From an optimization exercise on the open Yosys and OpenROAD flow, aimed at small area, a short achievable clock period and few clock cycles; shortcuts taken in it are not production practice. RTL that was checked went through simulation tests only; none was proved equivalent to the original. The RTL of run 1 was laid out without a check of its function. Power figures rest on the tool's default switching activity, not on a simulated workload.

==> flow/design.v, too long to show whole: its modules and the start of the top module <==
// module milestone1: 776 lines
// module m1_fa: 4 lines
// module m1_ha: 4 lines
module milestone1 (
		input logic CLOCK_50_I,
		input logic resetn,
		output logic SRAM_we_n,
		output logic [17:0] SRAM_address,
		output logic [15:0] SRAM_write_data,
		input logic [15:0] SRAM_read_data,
		input logic M1_enable,
		output logic M1_finish
);
  // ...
==> flow/run.sh <==
#!/bin/bash
# synth_recipe.tcl (not shown) runs the flow's synth.tcl, then flattens the netlist and writes it again
# the make line also repeats each setting of config.mk as NAME=value (left out here)
make -C /OpenROAD-flow-scripts/flow DESIGN_CONFIG=/design/flow/config.mk WORK_HOME=/design/flow/orfs CLKGATE_MAP_FILE= SYNTH_SCRIPT=/design/flow/synth_recipe.tcl finish
==> flow/config.mk <==
export PLATFORM = sky130hd
export DESIGN_NAME = milestone1
export DESIGN_NICKNAME = milestone1
export VERILOG_FILES = /design/flow/design.v
export SDC_FILE = /design/flow/constraint.sdc
export NUM_CORES = 4
export LEC_CHECK = 0
export CAP_MARGIN = 20
export CORE_MARGIN = 2
export CORE_UTILIZATION = 40
export PLACE_DENSITY = 0.6
export SLEW_MARGIN = 20
export SYNTH_HIERARCHICAL = 1
export SYNTH_MINIMUM_KEEP_SIZE = 0
==> flow/constraint.sdc <==
create_clock -name core_clock -period 14.0 [get_ports {CLOCK_50_I}]
set_input_delay 2.8000 -clock core_clock [delete_from_list [all_inputs] [get_ports {CLOCK_50_I}]]
set_output_delay 2.8000 -clock core_clock [all_outputs]
set_load 0.01 [all_outputs]
==> flow_summary.ini, run 1 <==
[layout]
regArea_um2 = 9070
final_layout_size_suffix_gt1_frac = 0.0970
num-fill-cells = 5158
multiInputGateArea_um2 = 12800
nClkBuffers = 58
flops_and_latches = 370
syn2layout_area_growth_pct = 12.3
buffer_area_frac = 0.0236

[sta]
fin_setup_tns_ps = 0
rsz0062_at_grt = false
final_max_slew_viol_count = 0

[setup_path]
cp.depth = 14
crit_slowest_cell = fa_1
rr_startpoint = s2r[4]
endpoint = pur[7]
r2r_slack_ps = 9420
cp_top_family = adder cells
worstPathCellList = inv_1 > fa_1 > fa_1 > fa_1 > fa_1 > ha_1 > a2111o_1 > a31oi_2 > a21oi_2 > o41a_4 > a211oi_1 > o21bai_1 > xor2_1 > mux2_2

[pwr]
clkPwrFrac = 0.495
total_leakage_power_nw = 10.5
pg_clk_mw = 1.10

[yosys]
synth_edf_count = 137
muxShareOfSynthArea = 0.0601
synth_nets = 2347
synth_commonest_cells = fa_1 (217), ha_1 (216), inv_1 (196)
ys_warn_count = 9
synth_xor_area_frac = 0.0419

[outcome]
status = no timing/DRC/antenna violations

[placed_design]
pre_cts_ws_ps = 9450
dpl-instance-area_um2 = 24100
dp.cells = 2670

[drt]
wl_per_cell_um = 18.2
detail-route-antenna-nets = 0

[clock_tree]
clk_latency_ps = 580
clk_path_buf_depth = 3
clock-root-buffer = clkbuf_16
cts_setup_buffers = 0
ctsHoldBuffers = 0

[floorplan]
rows = 87

[grt]
top_usage_layer = met2

[hold_path]
hold_path.class = register to register
min_from = b0[6]
==> inputs of run 2 (changes only) <==
--- a/flow/design.v
+++ b/flow/design.v
@@ -24,17 +24,18 @@
 assign par = yaddr[0];
 assign uvw = yaddr[15:1] + 15'd2;
 logic [7:0]  qu [0:5];
 logic [7:0]  qv [0:5];
 logic [7:0]  ulb;
 logic [15:0] vb;
 logic [7:0]  ylo, ysel_r;
 logic [8:0]  s1r, s2r, s3r;         
-logic [8:0]  v1r;                   
+logic [8:0]  fha, fhb;              
+logic        fhc;                   
 logic [22:0] ytr;                   
 logic [8:0]  pur, pvr;              
 logic [7:0]  b0;
 logic [10:0] tra, trb, tga, tgb, tba, tbb;    
 logic        trc, tgc, tbc;         
 logic [7:0] w0, w1, w2, w3, w4, w5;
 assign w0 = p2 ? qv[0] : qu[0];
 assign w1 = p2 ? qv[1] : qu[1];
@@ -200,19 +201,22 @@
 wire fsum_w141, fsum_w142;
 m1_fa fsum_w141_fa (.a(fsum_w82), .b(fsum_w109), .c(fsum_w108), .s(fsum_w141), .co(fsum_w142));
 wire fsum_w143, fsum_w144;
 m1_fa fsum_w143_fa (.a(fsum_w84), .b(fsum_w111), .c(fsum_w110), .s(fsum_w143), .co(fsum_w144));
 wire fsum_w145 = ~fsum_w112;
 wire fsum_w146 = fsum_w112;
 wire [16:0] fsum_w147 = {fsum_w145, fsum_w143, fsum_w141, fsum_w139, fsum_w137, fsum_w135, fsum_w133, fsum_w131, fsum_w129, fsum_w127, fsum_w125, fsum_w123, fsum_w121, fsum_w119, fsum_w117, fsum_w115, ~s3r[0]};
 wire [16:0] fsum_w148 = {fsum_w144, fsum_w142, fsum_w140, fsum_w138, fsum_w136, fsum_w134, fsum_w132, fsum_w130, fsum_w128, fsum_w126, fsum_w124, fsum_w122, fsum_w120, fsum_w118, fsum_w116, fsum_w114, fsum_w113};
-wire [16:0] fsum = fsum_w147 + fsum_w148;
-logic [8:0] fout;
-assign fout = fsum[16:8];
+wire [16:0] fsum_a = fsum_w147;
+wire [16:0] fsum_b = fsum_w148;
+logic [8:0] fsl;
+assign fsl = {1'b0, fsum_a[7:0]} + {1'b0, fsum_b[7:0]};
+logic [8:0] fout;                   
+assign fout = fha + fhb + {8'd0, fhc};
 wire yt_w1 = ~ysel_r[7];
 wire yt_w2 = ysel_r[7];
 wire yt_w3 = ~ysel_r[6];
 wire yt_w4 = ysel_r[6];
 wire yt_w5 = ~ysel_r[7];
 wire yt_w6 = ysel_r[7];
 wire yt_w7 = ~ysel_r[4];
 wire yt_w8 = ysel_r[4];
@@ -724,20 +728,24 @@
 			vb <= SRAM_read_data;
 		end
 	end
 	if (p2) ylo <= SRAM_read_data[7:0];
 	ysel_r <= p2 ? SRAM_read_data[15:8] : ylo;
 	s1r <= {1'b0, fa} + {1'b0, ff};
 	s2r <= {1'b0, fb} + {1'b0, fe};
 	s3r <= {1'b0, fc} + {1'b0, fd};
-	if (p3) v1r <= fout;
+	fha <= fsum_a[16:8];
+	fhb <= fsum_b[16:8];
+	fhc <= fsl[8];
 	ytr <= yt[24:2];
-	pur <= p3 ? {qu[2][7], ~qu[2][7], qu[2][6:0]} : fout;
-	pvr <= p3 ? {qv[2][7], ~qv[2][7], qv[2][6:0]} : v1r;
+	if (p3) pur <= {qu[2][7], ~qu[2][7], qu[2][6:0]};
+	else if (p0) pur <= fout;
+	if (p3) pvr <= {qv[2][7], ~qv[2][7], qv[2][6:0]};
+	else if (p4) pvr <= fout;
 	tra <= tr_a[26:16]; trb <= tr_b[26:16]; trc <= trl[16];
 	tga <= tg_a[26:16]; tgb <= tg_b[26:16]; tgc <= tgl[16];
 	tba <= tb_a[26:16]; tbb <= tb_b[26:16]; tbc <= tbl[16];
 	b0 <= cb;
 	SRAM_write_data <= p0 ? {cr, cg} : p1 ? {b0, cr} : {cg, cb};
 end
 always_ff @(posedge CLOCK_50_I or negedge resetn) begin
 	if (!resetn) begin
==> flow/flow/run.sh (new file) <==
#!/bin/bash
# Standard layout, with repair_timing asked for extra setup margin so that the
# optimiser works on paths well inside the design's clock period.
# Each step's full output goes to a log file of its own in this folder.
set -euo pipefail
MARGIN=${MARGIN:-10.5}
bash standard.sh synth > synth.log 2>&1
bash standard.sh SETUP_SLACK_MARGIN=$MARGIN finish > layout.log 2>&1
==> flow/standard.sh (new file) <==
#!/bin/bash
# synth_recipe.tcl (not shown) runs the flow's synth.tcl, then flattens the netlist and writes it again
# the make line also repeats each setting of config.mk as NAME=value (left out here)
make -C /OpenROAD-flow-scripts/flow DESIGN_CONFIG=/design/flow/config.mk WORK_HOME=/design/flow/orfs CLKGATE_MAP_FILE= SYNTH_SCRIPT=/design/flow/synth_recipe.tcl "${@:-finish}"
removed: flow/run.sh
==> flow_summary.ini, run 2 <==
[yosys]
synth_top_family_by_area = adder cells
synth_top_cell_by_area = edfxtp_1
synth_xor_area_frac = 0.0406
muxShareOfSynthArea = 0.0470
synth_edf_count = 146
ys_ff_latch = 380
synth.avg_cell_area_um2 = 11.9
synthArstFlopShare = 0.134
synth_area_um2 = 23300
synthTopCellsByArea = edfxtp_1 (19%), fa_1 (19%), dfxtp_1 (16%), ha_1 (12%), inv_1 (3.4%)
synth_simple_gate_area_frac = 0.0751
ys_seq_area_frac = 0.402
yosysMostFrequentCell = fa_1
synth_commonest_cells = fa_1 (219), ha_1 (215), inv_1 (208)
synth_nets = 2408
synth_ff_type = dfxtp_1
ys_warn_count = 9
synth_compound_area_frac = 0.0887
ys_types = 82
syn_inst = 1955
synth_fa_ha_area_frac = 0.304
synth_top_area_share = 0.188

[setup_path]
cp.arrival_ps = 1200
endpoint_kind = output port
crit_fanout = 1
crit_slowest_cell = dfstp_2
r2r_slack_ps = 10620
worstPathCellList = buf_6
cpPeakStageDelay_ps = 520
start_kind = register
critPathKind = register to output port
worst-r2r-cell-count = 10
cp_top_family = flip-flops
cp_num_buf_inv = 1
crit_required_ps = 11200
rr_startpoint = pvr[6]
worstReg2RegEnd = tgc

[floorplan]
dieWidth_um = 245
coreArea_um2 = 57600
io_pins = 55
die_h_um = 245
rows = 88
start_util = 0.404
dieArea_um2 = 60100

[drt]
drt_wl_total_um = 52900
detail-route-antenna-nets = 0
firstDrtPassIters = 5
vias = 14600
drt_iter0_drc = 589
drt-vias-per-instance = 5.08
drc = 0
wl_per_cell_um = 18.4

[placed_design]
gp_congestion = 0.903
portBuffers = 54
pre_cts_ws_ps = 10110
dp_hpwl_um = 40500
dpl-instance-area_um2 = 24600

[sta]
fin_setup_tns_ps = 0
rsz0062_at_grt = true
skew_ps = 26.6
hold_viol = 0
setup_ws_ps = 10000
whs_ps = 444
fmax_mhz = 250
finalCritPeriodShare = 0.285
relSlewSlack = 0.367
min_period_ps = 4000
final_max_slew_viol_count = 0
setup_viol = 0
worstMarginPinSlew_ps = 949

[pwr]
total_leakage_power_nw = 11.2
powerDensity_nw_per_um2 = 88.1
pwr-share-seq = 0.486
internal-power_mw = 1.90
p_sw_uw = 456
comb_power_share = 0.004
worst_ir_drop_vdd_uv = 103
swShare = 0.194
clkPwrFrac = 0.509

[grt]
track_usage = 0.180
antenna_found_initial = 0
grt_pass1_wl_um = 84100
grt_pass1_vias = 15400
grt_start_max_net_pins = 75
grt_overflow = 0

[clock_tree]
clk_latency_ps = 590
clkTransAtPathRegs_ps = 60
clock-root-buffer = clkbuf_16
cts_max_level = 2
cts_buffers = 43
clk_path_buf_depth = 3
cts_tree = built
cts.sinks = 380
ctsHoldBuffers = 0

[outcome]
status = no timing/DRC/antenna violations

[layout]
syn2layout_area_growth_pct = 14.7
stdcell_area_um2 = 26700
nets = 2527
antenna_cells = 0
final_layout_size_suffix_gt1_frac = 0.151
final_common_cell = fa_1
final_cell_mix = fa_1 (218), ha_1 (215), inv_1 (200)
largestRegisters = qu: 48 flops, qv: 48 flops, ytr: 23 flops

[hold_path]
min_from = b0[2]
whs_path_depth = 2
hold_path.class = register to register
hold_path_end = SRAM_write_data[10]

[flow_run]
cap_violations = 0
run 2: cell count changes in the layout (fill, tap and decap cells not counted), moves of 15 or more:
cell and delta:
dfxtp_2 +15, a21oi_1 -34, mux2_2 -19, clkdlybuf4s50_1 -36
dfxtp_1 -15, o22ai_1 +15, nand2_1 +27, buf_4 +58
buf_2 +25, nor2_1 -30
run 2: kinds of logic (layout without fill, tap and decap cells):
logic type / after synthesis / in the layout
fa+ha+maj: 434 / 434
compound gates: 320 / 320
flops: 380 / 380
buf+inv: 260 / 413
xor+xnor: 107 / 107
mux: 85 / 85
simple gates: 369 / 369
run 2: repair_timing:
item,CTS,global route
pin swaps,0,6
setup buffers,20,41
gates cloned,0,2
gates resized for setup,161,45
setup endpoints to repair,51,54
run 2: worst max-delay path by stage:
stage,start,endpoint,slack [ps],cells after the start
2_1_floorplan,p2,s1r[8],10500,15
3_3_place_gp,p2,s1r[8],10070,14
3_5_place_dp,p2,s1r[8],10110,14
4_1_cts,SRAM_we_n,SRAM_we_n,9960,1
5_1_grt,SRAM_we_n,SRAM_we_n,9960,1
6_report,SRAM_we_n,SRAM_we_n,10000,1
run 2: per-module statistics from Yosys (local to each module, per instance):
module / cells / cell area, um2
milestone1: 1705 / 18600
m1_fa: 1 / 20.0
m1_ha: 1 / 12.5
run 2: metal layers:
metal / part of all wire / track usage
met2: 0.49 / 0.312
met3: 0.041 / 0.0236
met4: 0.039 / 0.0714
met5: 0 / 0
met1: 0.43 / 0.226
run 2: final cells by class:
type | instances | area (um2)
Inverter | 208 | 811
Clock inverter | 17 | 288
Timing Repair Buffer | 126 | 1020
Sequential cell | 380 | 9390
Multi-Input combinational cell | 1315 | 13000
Clock buffer | 62 | 1240
Fill cell | 5197 | 30900
Tap cell | 765 | 957
run 2: stage by stage:
stage / total power, mW / utilization / std cells
CTS: 2.39 / 0.455 / 2830
floorplan: 1.17 / - / 1955
global route: 2.43 / 0.464 / 2873
global placement: 1.18 / 0.428 / 2731
detailed placement: 1.18 / 0.428 / 2731
finish: 2.35 / 0.464 / 2873
run 2: power groups by stage:
stage	clock network [mW]	logic, mW	registers [mW]
detailed placement	0	0.0107	1.17
CTS	1.23	0.0108	1.14
global placement	0	0.0104	1.17
global route	1.27	0.0116	1.14
floorplan	0	0.00103	1.17
finish	1.20	0.0104	1.14
Testbench counts of run 2, summed over its fixed seeds: cycles 1,536,240.
==> inputs of run 3 (changes only) <==
==> flow/flow/run.sh (replaced) <==
#!/bin/bash
# Standard layout, with repair_timing asked for extra setup margin so that the
# optimiser works on paths well inside the design's clock period.
# Each step's full output goes to a log file of its own in this folder.
set -euo pipefail
MARGIN=${MARGIN:-11}
bash standard.sh synth > synth.log 2>&1
bash standard.sh SETUP_SLACK_MARGIN=$MARGIN finish > layout.log 2>&1
==> flow_summary.ini, run 3 <==
[outcome]
status = no timing/DRC/antenna violations

[drt]
drt_wl_total_um = 56100
vias = 15200
wl_per_cell_um = 19.0
drc = 0
firstDrtPassIters = 7
drt_iter0_drc = 770
detail-route-antenna-nets = 0
drt-vias-per-instance = 5.13

[floorplan]
coreArea_um2 = 57600
die_h_um = 245
rows = 88
io_pins = 55
start_util = 0.404
dieWidth_um = 245
dieArea_um2 = 60100

[grt]
grt_pass1_vias = 16000
track_usage = 0.190
antenna_found_initial = 1
grt_overflow = 0
grt_pass1_wl_um = 88800
grt_start_max_net_pins = 63

[yosys]
ys_seq_area_frac = 0.402
synth_ff_type = dfxtp_1
synth_edf_count = 146
synth_nets = 2408
synth_top_cell_by_area = edfxtp_1
syn_inst = 1955
muxShareOfSynthArea = 0.0470
ys_ff_latch = 380
synth_xor_area_frac = 0.0406
synthArstFlopShare = 0.134
yosysMostFrequentCell = fa_1
synth_fa_ha_area_frac = 0.304
synth_simple_gate_area_frac = 0.0751
ys_types = 82
synth.avg_cell_area_um2 = 11.9
ys_warn_count = 9
synth_compound_area_frac = 0.0887
synth_top_area_share = 0.188
synth_top_family_by_area = adder cells
synth_commonest_cells = fa_1 (219), ha_1 (215), inv_1 (208)
synth_area_um2 = 23300
synthTopCellsByArea = edfxtp_1 (19%), fa_1 (19%), dfxtp_1 (16%), ha_1 (12%), inv_1 (3.4%)

[hold_path]
hold_path.class = register to register

[sta]
rsz0062_at_grt = true
relSlewSlack = 0.426
fmax_mhz = 249
worstMarginPinSlew_ps = 859
finalCritPeriodShare = 0.287
whs_ps = 437
setup_viol = 0
skew_ps = 22.7
final_max_slew_viol_count = 0
hold_viol = 0
min_period_ps = 4010
setup_ws_ps = 9990
fin_setup_tns_ps = 0

[layout]
syn2layout_area_growth_pct = 22.2
multiInputGateArea_um2 = 13800
largestRegisters = qu: 48 flops, qv: 48 flops, ytr: 23 flops
final_common_cell = fa_1
nets = 2610
final_layout_size_suffix_gt1_frac = 0.255
final_cell_mix = fa_1 (209), ha_1 (202), inv_1 (186)
num-fill-cells = 5062
regArea_um2 = 9440

[clock_tree]
cts_max_level = 2
clock-root-buffer = clkbuf_16
clk_latency_ps = 590
cts.sinks = 380
clk_path_buf_depth = 3
cts_tree = built
clkTransAtPathRegs_ps = 60
cts_buffers = 44
ctsHoldBuffers = 0

[placed_design]
gp_congestion = 0.875
portBuffers = 54
pre_cts_ws_ps = 10170
dp_hpwl_um = 40200

[setup_path]
crit_slowest_cell = dfstp_2
worstPathCellList = buf_6
crit_required_ps = 11200
crit_fanout = 1
critPathKind = register to output port
endpoint_kind = output port
start_kind = register
cp_num_buf_inv = 1
cp_top_family = flip-flops
cpPeakStageDelay_ps = 530
cp.arrival_ps = 1210

[pwr]
total_leakage_power_nw = 11.8
worst_ir_drop_vdd_uv = 92.1
powerDensity_nw_per_um2 = 81.4

[flow_run]
cap_violations = 0
==> run 3: changes by cell type in the layout (fill, tap and decap cells not counted), moves of 11 or more <==
cell and change:
a21oi_1 -14, inv_2 +11, inv_1 -14, dfxtp_1 -28, a21oi_2 +11, dfxtp_2 +24, nor2_1 -12, buf_2 -24
buf_6 +34, buf_4 +63, ha_1 -13
==> run 3: worst reg2reg max path, stage by stage, from the launching register on <==
cell and delay (ps):
dfstp_2 540, nand2_2 70, nor4_4 240, buf_4 190, nand2_8 80, mux4_2 360
nor2_4 110, o22ai_2 90, ha_2 210, fa_2 390, a21oi_2 160, nor2_1 70
nor2_2 140, o21bai_1 100, a21oi_2 150, nor2b_1 60, o21ai_1 130, nand2b_1 70
==> run 3: kinds of logic (layout without fill, tap and decap cells) <==
logic type,Yosys count,count (layout)
and+or+nand+nor,369,369
buffers and inverters,260,496
AOI/OAI and AO/OA,320,321
other,0,1
DFF,380,380
adders and majority gates,434,434
muxes,85,85
xor gates and xnor gates,107,107
==> run 3: repair_timing <==
item                       4_1_cts  5_1_grt
pin swaps                       41       65
gates resized for setup        297      105
gates cloned                     3        1
setup endpoints to repair      109       83
buffers inserted                93       47
==> run 3: per-layer routing <==
| metal | track usage | part of all wire | up-vias |
|---|---|---|---|
| li1 | - | - | 7146 |
| met4 | 0.0717 | 0.037 | 0 |
| met5 | 0 | 0 | - |
| met2 | 0.331 | 0.49 | 337 |
| met1 | 0.240 | 0.43 | 7570 |
| met3 | 0.0257 | 0.042 | 121 |
==> run 3: modules after synthesis, one instance, submodules excluded <==
module	cells inside	times used	cell area, um2
m1_fa	1	207	20.0
m1_ha	1	43	12.5
milestone1	1705	1	18600
==> run 3: final timing paths <==
kind                            startpoint             endpoint  slack, ps  cells past startpoint
worst min-delay path                 b0[2]  SRAM_write_data[10]        440                      2
worst min register to register       b0[2]  SRAM_write_data[10]        440                      2
worst max register to register        m[7]               s1r[8]      10720                     17
min in group asynchronous           resetn                wr_ok       2260                      2
worst max-delay path             SRAM_we_n            SRAM_we_n       9990                      1
max in group asynchronous           resetn                   p2      11350                      2
==> run 3: report_power, final <==
part / leakage (nW) / internal (mW) / total [mW] / switching, mW
Combinational: 7.64 / 0.00462 / 0.00970 / 0.00508
Sequential: 3.46 / 1.14 / 1.14 / 0.0000000000000000579
Clock: 0.724 / 0.670 / 1.16 / 0.492
==> run 3: final cells by class <==
class | count | share of cell area
clock inverters | 22 | 0.00766
diodes | 1 | 0.0000880
well taps | 765 | 0.0337
repair buffers | 207 | 0.0675
multi-input cells | 1316 | 0.486
clock buffers | 59 | 0.0448
inverters | 208 | 0.0288
flip-flops and latches | 380 | 0.332
==> run 3: stage by stage <==
step	cells	instance area (um2)	util	power, mW
2_1_floorplan	1955	23500	-	1.17
3_3_place_gp	2731	24800	0.430	1.18
3_5_place_dp	2731	24800	0.430	1.18
4_1_cts	2908	27600	0.479	2.35
5_1_grt	2957	28400	0.494	2.39
6_report	2958	28400	0.494	2.31
==> inputs of run 4 (changes only) <==
--- a/flow/flow/run.sh
+++ b/flow/flow/run.sh
@@ -3,6 +3,6 @@
 # optimiser works on paths well inside the design's clock period.
 # Each step's full output goes to a log file of its own in this folder.
 set -euo pipefail
-MARGIN=${MARGIN:-11}
+MARGIN=${MARGIN:-10}
 bash standard.sh synth > synth.log 2>&1
 bash standard.sh SETUP_SLACK_MARGIN=$MARGIN finish > layout.log 2>&1
--- a/flow/config.mk
+++ b/flow/config.mk
@@ -8,6 +8,8 @@
 export CAP_MARGIN = 20
 export CORE_MARGIN = 2
 export CORE_UTILIZATION = 40
+export CTS_CLUSTER_DIAMETER = 150
+export CTS_CLUSTER_SIZE = 30
 export PLACE_DENSITY = 0.6
 export SLEW_MARGIN = 20
 export SYNTH_HIERARCHICAL = 1
==> flow_summary.ini, run 4 <==
[outcome]
status = no timing/DRC/antenna violations

[flow_run]
cap_violations = 0

[setup_path]
worstPathCellList = buf_6
crit_slowest_cell = dfstp_2
crit_required_ps = 11200
endpoint_kind = output port
crit_fanout = 1
start_kind = register
cpPeakStageDelay_ps = 550
cp.arrival_ps = 1200
critPathKind = register to output port
cp_num_buf_inv = 1
cp_top_family = flip-flops

[layout]
multiInputGateArea_um2 = 12900
final_util = 0.436
num-fill-cells = 5322
syn2layout_area_growth_pct = 7.78
final_common_cell = fa_1
nets = 2438
final_cell_mix = fa_1 (219), ha_1 (215), inv_1 (208)
antenna_cells = 0
largestRegisters = qu: 48 flops, qv: 48 flops, ytr: 23 flops
final_layout_size_suffix_gt1_frac = 0.0707
regArea_um2 = 9370

[yosys]
synth_commonest_cells = fa_1 (219), ha_1 (215), inv_1 (208)
ys_ff_latch = 380
ys_warn_count = 9
yosysMostFrequentCell = fa_1
synth_edf_count = 146
ys_types = 82
synth_nets = 2408
synthTopCellsByArea = edfxtp_1 (19%), fa_1 (19%), dfxtp_1 (16%), ha_1 (12%), inv_1 (3.4%)
synth_area_um2 = 23300
synthArstFlopShare = 0.134
synth_top_area_share = 0.188
ys_seq_area_frac = 0.402
synth_ff_type = dfxtp_1
syn_inst = 1955
synth.avg_cell_area_um2 = 11.9
synth_top_cell_by_area = edfxtp_1

[pwr]
clkPwrFrac = 0.335
total_leakage_power_nw = 10.4
comb_power_share = 0.006
powerDensity_nw_per_um2 = 69.1
p_sw_uw = 362
finalPower_mw = 1.73
swShare = 0.209
internal-power_mw = 1.37
worst_ir_drop_vdd_uv = 77.3
pwr-share-seq = 0.659

[drt]
drt-vias-per-instance = 5.11
wl_per_cell_um = 18.7
drt_iter0_drc = 780
vias = 14100
drc = 0
detail-route-antenna-nets = 0
drt_wl_total_um = 51700
firstDrtPassIters = 5

[clock_tree]
clk_latency_ps = 580
clkTransAtPathRegs_ps = 120
cts_buffers = 16
clock-root-buffer = clkbuf_16
cts_tree = built
cts.sinks = 380
clk_path_buf_depth = 3
cts_max_level = 1

[sta]
setup_viol = 0
hold_viol = 0
min_period_ps = 4000
fmax_mhz = 250
skew_ps = 46.8
setup_ws_ps = 10000
relSlewSlack = 0.291
finalCritPeriodShare = 0.286
fin_setup_tns_ps = 0
final_max_slew_viol_count = 0
worstMarginPinSlew_ps = 1060
rsz0062_at_grt = true

[floorplan]
dieArea_um2 = 60100
dieWidth_um = 245
die_h_um = 245
coreArea_um2 = 57600
io_pins = 55
rows = 88
start_util = 0.404

[grt]
antenna_found_initial = 2
grt_overflow = 0
grt_start_max_net_pins = 75
grt_pass1_wl_um = 84200
track_usage = 0.178
grt_pass1_vias = 15300

[placed_design]
portBuffers = 54
pre_cts_ws_ps = 10010
gp_congestion = 0.884
dp_hpwl_um = 41000

[hold_path]
hold_path.class = register to register
==> run 4: area by class of cell <==
class	instances	share of cell area
multi-input combinational	1315	0.516
sequential	380	0.373
clock inverter	2	0.00110
tap	765	0.0381
inverter	208	0.0311
timing repair buffer	64	0.0232
clock buffer	26	0.0175
==> run 4: kinds of logic after synthesis <==
| family | share of synthesized area |
|---|---|
| adders and majority gates | 0.304 |
| and+or+nand+nor | 0.0751 |
| AOI/OAI and AO/OA | 0.0887 |
| buffers and inverters | 0.0428 |
| xor gates and xnor gates | 0.0406 |
| DFF | 0.402 |
| muxes | 0.0470 |
==> run 4: power by group through the flow <==
stage	registers (mW)	logic, mW	clock network, mW
after floorplan	1.17	0.00103	0
final	1.14	0.0104	0.580
after detailed placement	1.17	0.0108	0
after CTS	1.14	0.0109	0.605
after global routing	1.14	0.0117	0.639
after global placement	1.17	0.0105	0
==> run 4: per-stage QoR <==
step	hold WS, ps	cells	area (um2)
finish	454	2760	25100
global route	466	2760	25100
CTS	452	2760	25100
detailed placement	428	2731	24600
global placement	427	2731	24600
floorplan	415	1955	23300
==> run 4: worst paths after layout <==
kind                                 from             endpoint  slack, ps  depth (start not counted)
worst max-delay path            SRAM_we_n            SRAM_we_n      10000                          1
worst min-delay path                b0[2]  SRAM_write_data[10]        450                          2
worst max register to register     pvr[3]                  tgc      10220                          9
worst min register to register      b0[2]  SRAM_write_data[10]        450                          2
max in group asynchronous          resetn                   p2      11180                          2
min in group asynchronous          resetn             waddr[8]       2330                          2
==> run 4: layer usage <==
metal,GRT usage,wire (um)
met5,0,13
met4,0.0518,1530
met3,0.0241,1940
met2,0.314,25500
met1,0.228,22700
==> run 4: repair_timing <==
| action | in CTS | in global routing |
|---|---|---|
| setup buffers | 1 | 0 |
| hold buffers | 0 | 0 |
| gates resized for setup | 43 | 27 |
| endpoints found under the setup margin | 37 | 20 |
==> run 4: per-module statistics from Yosys (local to each module, per instance) <==
module | flip-flops and latches | cells inside
milestone1 | 380 | 1705
m1_fa | 0 | 1
m1_ha | 0 | 1
==> inputs of run 5 (changes only) <==
--- a/flow/config.mk
+++ b/flow/config.mk
@@ -8,8 +8,8 @@
 export CAP_MARGIN = 20
 export CORE_MARGIN = 2
 export CORE_UTILIZATION = 40
-export CTS_CLUSTER_DIAMETER = 150
-export CTS_CLUSTER_SIZE = 30
+export CTS_CLUSTER_DIAMETER = 120
+export CTS_CLUSTER_SIZE = 20
 export PLACE_DENSITY = 0.6
 export SLEW_MARGIN = 20
 export SYNTH_HIERARCHICAL = 1
==> flow_summary.ini, run 5 <==
[outcome]
status = no timing/DRC/antenna violations

[setup_path]
endpoint_kind = output port
critPathLaunch = SRAM_we_n
worstPathCellList = buf_6
start_kind = register
cp_num_buf_inv = 1
rr_startpoint = pvr[3]
crit_fanout = 1
crit_required_ps = 11200
cpPeakStageDelay_ps = 530
critPathKind = register to output port
cp.arrival_ps = 1190
cp_top_family = flip-flops
crit_slowest_cell = dfstp_2

[sta]
setup_viol = 0
hold_viol = 0
setup_ws_ps = 10010
min_period_ps = 3990
relSlewSlack = 0.296
skew_ps = 22.0
worstMarginPinSlew_ps = 1060
rsz0062_at_grt = true
final_max_slew_viol_count = 0
finalCritPeriodShare = 0.285
fin_setup_tns_ps = 0
fmax_mhz = 250
whs_ps = 440

[floorplan]
rows = 88
start_util = 0.404
coreArea_um2 = 57600
dieWidth_um = 245
die_h_um = 245
dieArea_um2 = 60100
io_pins = 55

[yosys]
synth_ff_type = dfxtp_1
synth_top_cell_by_area = edfxtp_1
synth_commonest_cells = fa_1 (219), ha_1 (215), inv_1 (208)
synth_edf_count = 146
synth_nets = 2408
synth_top_area_share = 0.188
ys_ff_latch = 380
synthTopCellsByArea = edfxtp_1 (19%), fa_1 (19%), dfxtp_1 (16%), ha_1 (12%), inv_1 (3.4%)
synthArstFlopShare = 0.134
syn_inst = 1955
ys_warn_count = 9
synth_area_um2 = 23300
ys_seq_area_frac = 0.402
synth.avg_cell_area_um2 = 11.9
yosysMostFrequentCell = fa_1
ys_types = 82

[layout]
largestRegisters = qu: 48 flops, qv: 48 flops, ytr: 23 flops
antenna_cells = 0
syn2layout_area_growth_pct = 8.64
final_common_cell = fa_1
nets = 2445
regArea_um2 = 9370
final_layout_size_suffix_gt1_frac = 0.0732
final_cell_mix = fa_1 (219), ha_1 (215), inv_1 (208)
final_util = 0.439
multiInputGateArea_um2 = 12900
stdcell_count = 2772
num-fill-cells = 5306

[pwr]
p_sw_uw = 384
internal-power_mw = 1.46
worst_ir_drop_vdd_uv = 77.7
powerDensity_nw_per_um2 = 73.0
clkPwrFrac = 0.375
swShare = 0.208
comb_power_share = 0.006
pwr-share-seq = 0.619
total_leakage_power_nw = 10.5

[clock_tree]
cts_buffers = 23
cts.sinks = 380
clkTransAtPathRegs_ps = 100
clock-root-buffer = clkbuf_16
clk_latency_ps = 570
clk_path_buf_depth = 3
cts_tree = built
cts_max_level = 1

[grt]
grt_start_max_net_pins = 75
track_usage = 0.179
grt_pass1_vias = 15300
grt_pass1_wl_um = 84400
antenna_found_initial = 3
grt_overflow = 0

[flow_run]
cap_violations = 0

[drt]
vias = 14200
drc = 0
drt_wl_total_um = 51900
wl_per_cell_um = 18.7
drt_iter0_drc = 791
firstDrtPassIters = 5
detail-route-antenna-nets = 0
drt-vias-per-instance = 5.11

[placed_design]
portBuffers = 54
gp_congestion = 0.884
dp.cells = 2731
pre_cts_ws_ps = 10010
dp_hpwl_um = 41000

[hold_path]
hold_path.class = register to register
min_from = qv[3][6]
==> run 5: area by class of cell <==
type                       instances  share of cell area
multi-input combinational       1315               0.512
sequential                       380               0.370
tap                              765              0.0378
inverter                         208              0.0309
clock buffer                      37              0.0248
timing repair buffer              64              0.0232
clock inverter                     3             0.00134
==> run 5: worst paths after layout <==
path,to,slack (ps),cells after the start
hold / removal,qv[2][6],440,0
max in group asynchronous,p2,11160,2
setup / recovery,SRAM_we_n,10010,1
min in group asynchronous,waddr[6],2340,2
setup reg to reg,tgc,10230,9
hold reg to reg,qv[2][6],440,0
==> run 5: metrics by stage <==
stage | power [mW] | cell area (um2)
2_1_floorplan | 1.17 | 23300
3_3_place_gp | 1.18 | 24600
3_5_place_dp | 1.18 | 24600
4_1_cts | 1.87 | 25300
5_1_grt | 1.91 | 25300
6_report | 1.85 | 25300
==> run 5: per-layer routing <==
| layer | wire [um] | up-vias | GRT usage |
|---|---|---|---|
| li1 | - | 6774 | - |
| met3 | 2000 | 84 | 0.0256 |
| met5 | 13 | - | 0 |
| met1 | 22800 | 7011 | 0.229 |
| met4 | 1410 | 2 | 0.0475 |
| met2 | 25600 | 284 | 0.315 |
==> run 5: power groups by stage <==
stage               Combinational [mW]  Sequential [mW]  Clock (mW)
finish                          0.0104             1.14       0.693
global route                    0.0117             1.14       0.758
detailed placement              0.0108             1.17           0
floorplan                      0.00103             1.17           0
global placement                0.0105             1.17           0
CTS                             0.0109             1.14       0.721
==> run 5: per-module statistics from Yosys (local to each module, per instance) <==
module | cell area [um2] | flip-flops and latches
m1_fa | 20.0 | 0
m1_ha | 12.5 | 0
milestone1 | 18600 | 380
==> run 5: cells by family (layout without fill, tap and decap cells) <==
kind of cell	Yosys count	after routing	share of synthesized area
AO/OA/AOI/OAI	320	320	0.0887
buffers and inverters	260	312	0.0428
flip-flops	380	380	0.402
multiplexers	85	85	0.0470
AND/OR/NAND/NOR	369	369	0.0751
XOR/XNOR	107	107	0.0406
adder cells (fa/ha/maj)	434	434	0.304
==> run 5: repair_timing <==
action,in CTS,in global routing
setup buffers,1,0
pin swaps,0,0
endpoints found under the hold margin,0,0
resized for setup,41,22
hold buffers,0,0
endpoints found under the setup margin,37,14
==> inputs of run 6 (changes only) <==
--- a/flow/config.mk
+++ b/flow/config.mk
@@ -8,8 +8,8 @@
 export CAP_MARGIN = 20
 export CORE_MARGIN = 2
 export CORE_UTILIZATION = 40
-export CTS_CLUSTER_DIAMETER = 120
-export CTS_CLUSTER_SIZE = 20
+export CTS_CLUSTER_DIAMETER = 100
+export CTS_CLUSTER_SIZE = 25
 export PLACE_DENSITY = 0.6
 export SLEW_MARGIN = 20
 export SYNTH_HIERARCHICAL = 1
==> flow_summary.ini, run 6 <==
[layout]
final_layout_size_suffix_gt1_frac = 0.0744
nets = 2444
final_util = 0.438
num-fill-cells = 5318
syn2layout_area_growth_pct = 8.43
largestRegisters = qu: 48 flops, qv: 48 flops, ytr: 23 flops
antenna_cells = 0
final_common_cell = fa_1
stdcell_area_um2 = 25200
final_cell_mix = fa_1 (219), ha_1 (215), inv_1 (208)
stdcell_count = 2769

[clock_tree]
cts.sinks = 380
clkTransAtPathRegs_ps = 100
clk_path_buf_depth = 3
cts_max_level = 1
cts_tree = built
clock-root-buffer = clkbuf_16
ctsHoldBuffers = 0
clk_latency_ps = 560
cts_buffers = 19

[floorplan]
start_util = 0.404
dieArea_um2 = 60100
die_h_um = 245
coreArea_um2 = 57600
rows = 88
io_pins = 55
dieWidth_um = 245

[pwr]
clkPwrFrac = 0.358
worst_ir_drop_vdd_uv = 84.9
p_sw_uw = 363
finalPower_mw = 1.80
comb_power_share = 0.006
swShare = 0.202
internal-power_mw = 1.43
pwr-share-seq = 0.636
total_leakage_power_nw = 10.5
powerDensity_nw_per_um2 = 71.2

[drt]
vias = 14100
detail-route-antenna-nets = 0
firstDrtPassIters = 5
drt-vias-per-instance = 5.10
drc = 0
drt_iter0_drc = 699
wl_per_cell_um = 18.7
drt_wl_total_um = 51700

[setup_path]
endpoint_kind = output port
crit_required_ps = 11200
cpPeakStageDelay_ps = 540
cp.arrival_ps = 1190
cp_num_buf_inv = 1
crit_slowest_cell = dfstp_2
worstPathCellList = buf_6
start_kind = register
critPathKind = register to output port
cp_top_family = flip-flops
r2r_slack_ps = 10230
crit_fanout = 1

[yosys]
synth_ff_type = dfxtp_1
ys_warn_count = 9
synth.avg_cell_area_um2 = 11.9
synth_commonest_cells = fa_1 (219), ha_1 (215), inv_1 (208)
synth_top_area_share = 0.188
synth_nets = 2408
yosysMostFrequentCell = fa_1
ys_seq_area_frac = 0.402
ys_ff_latch = 380
ys_types = 82
synthTopCellsByArea = edfxtp_1 (19%), fa_1 (19%), dfxtp_1 (16%), ha_1 (12%), inv_1 (3.4%)
syn_inst = 1955
synthArstFlopShare = 0.134
synth_area_um2 = 23300
synth_top_cell_by_area = edfxtp_1
synth_edf_count = 146

[placed_design]
portBuffers = 54
dpl-instance-area_um2 = 24600
pre_cts_ws_ps = 10010
dp_hpwl_um = 41000
dp.cells = 2731
gp_congestion = 0.884

[sta]
skew_ps = 37.2
setup_viol = 0
final_max_slew_viol_count = 0
whs_ps = 444
rsz0062_at_grt = true
fin_setup_tns_ps = 0
setup_ws_ps = 10010
worstMarginPinSlew_ps = 1130
hold_viol = 0
finalCritPeriodShare = 0.285
fmax_mhz = 251
relSlewSlack = 0.247
min_period_ps = 3990

[grt]
grt_start_max_net_pins = 75
track_usage = 0.178
grt_pass1_vias = 15300
grt_overflow = 0
antenna_found_initial = 2
grt_pass1_wl_um = 83900

[outcome]
status = no timing/DRC/antenna violations

[hold_path]
hold_path.class = register to register

[flow_run]
cap_violations = 0
run 6: cell type report:
cell class	instances	area [um2]	share of cell area
sequential	380	9370	0.371
multi-input combinational	1315	12900	0.513
inverter	208	781	0.0309
clock inverter	4	22.5	0.000892
timing repair buffer	67	608	0.0241
tap	765	957	0.0379
clock buffer	30	569	0.0226
run 6: logic make-up after synthesis:
logic type,after synthesis,share of synthesized area
AOI/OAI and AO/OA,320,0.0887
xor gates and xnor gates,107,0.0406
adders and majority gates,434,0.304
buffers and inverters,260,0.0428
DFF,380,0.402
muxes,85,0.0470
and+or+nand+nor,369,0.0751
run 6: routing by layer:
layer | GRT usage | vias to the layer above | part of all wire
met4 | 0.0481 | 2 | 0.028
met3 | 0.0237 | 74 | 0.037
li1 | - | 6767 | -
met1 | 0.228 | 7007 | 0.44
met2 | 0.313 | 279 | 0.49
met5 | 0 | - | 0.00025
run 6: final timing paths:
kind                            from        end  cells after the start
hold reg to reg             qu[3][2]   qu[2][2]                      0
max in group asynchronous     resetn         p2                      2
setup / recovery           SRAM_we_n  SRAM_we_n                      1
setup reg to reg              pvr[3]        tgc                      9
hold / removal              qu[3][2]   qu[2][2]                      0
min in group asynchronous     resetn   waddr[6]                      2
run 6: power groups by stage:
stage	Sequential [mW]	Combinational (mW)	Clock (mW)
4_1_cts	1.14	0.0108	0.667
3_5_place_dp	1.17	0.0108	0
5_1_grt	1.14	0.0117	0.708
2_1_floorplan	1.17	0.00103	0
6_report	1.14	0.0103	0.643
3_3_place_gp	1.17	0.0105	0
run 6: timing repair:
item / CTS / global route
pin swaps: 0 / 1
resized for setup: 40 / 17
setup endpoints to repair: 37 / 10
buffers inserted: 1 / 3
gates cloned: 0 / 0
run 6: per-module statistics from Yosys (local to each module, per instance):
| module | flops+latches | times used |
|---|---|---|
| m1_ha | 0 | 43 |
| m1_fa | 0 | 207 |
| milestone1 | 380 | 1 |

## re-timing with driven ports
Ports are ideal in the flow. The routed layouts listed here were re-timed in OpenROAD. Step 1: set_driving_cell puts a clkbuf_16 on CLOCK_50_I and a buf_2 on each other input, an assumption about the parent block. Step 2 times the ports against the registers' clock, not the clock port: input delays grow and output delays shrink by t, the midpoint of the rising clock arrivals with the driver on. a / b / c = no drivers / after step 1 / after step 2; a / b = the first two.
run	t, ns	slack for setup (ns)	worst data-port slew with drivers (ns)
run 1	0.629	9.419 / 9.419 / 9.419	0.03
run 2	0.630	10.003 / 9.946 / 10.184	0.03
run 3	0.644	9.988 / 9.926 / 10.392	0.04
run 4	0.613	9.995 / 9.935 / 10.205	0.03
run 5	0.618	10.006 / 9.948 / 10.189	0.03
run 6	0.602	10.014 / 9.954 / 10.207	0.03
After both steps every run listed still meets setup and hold.
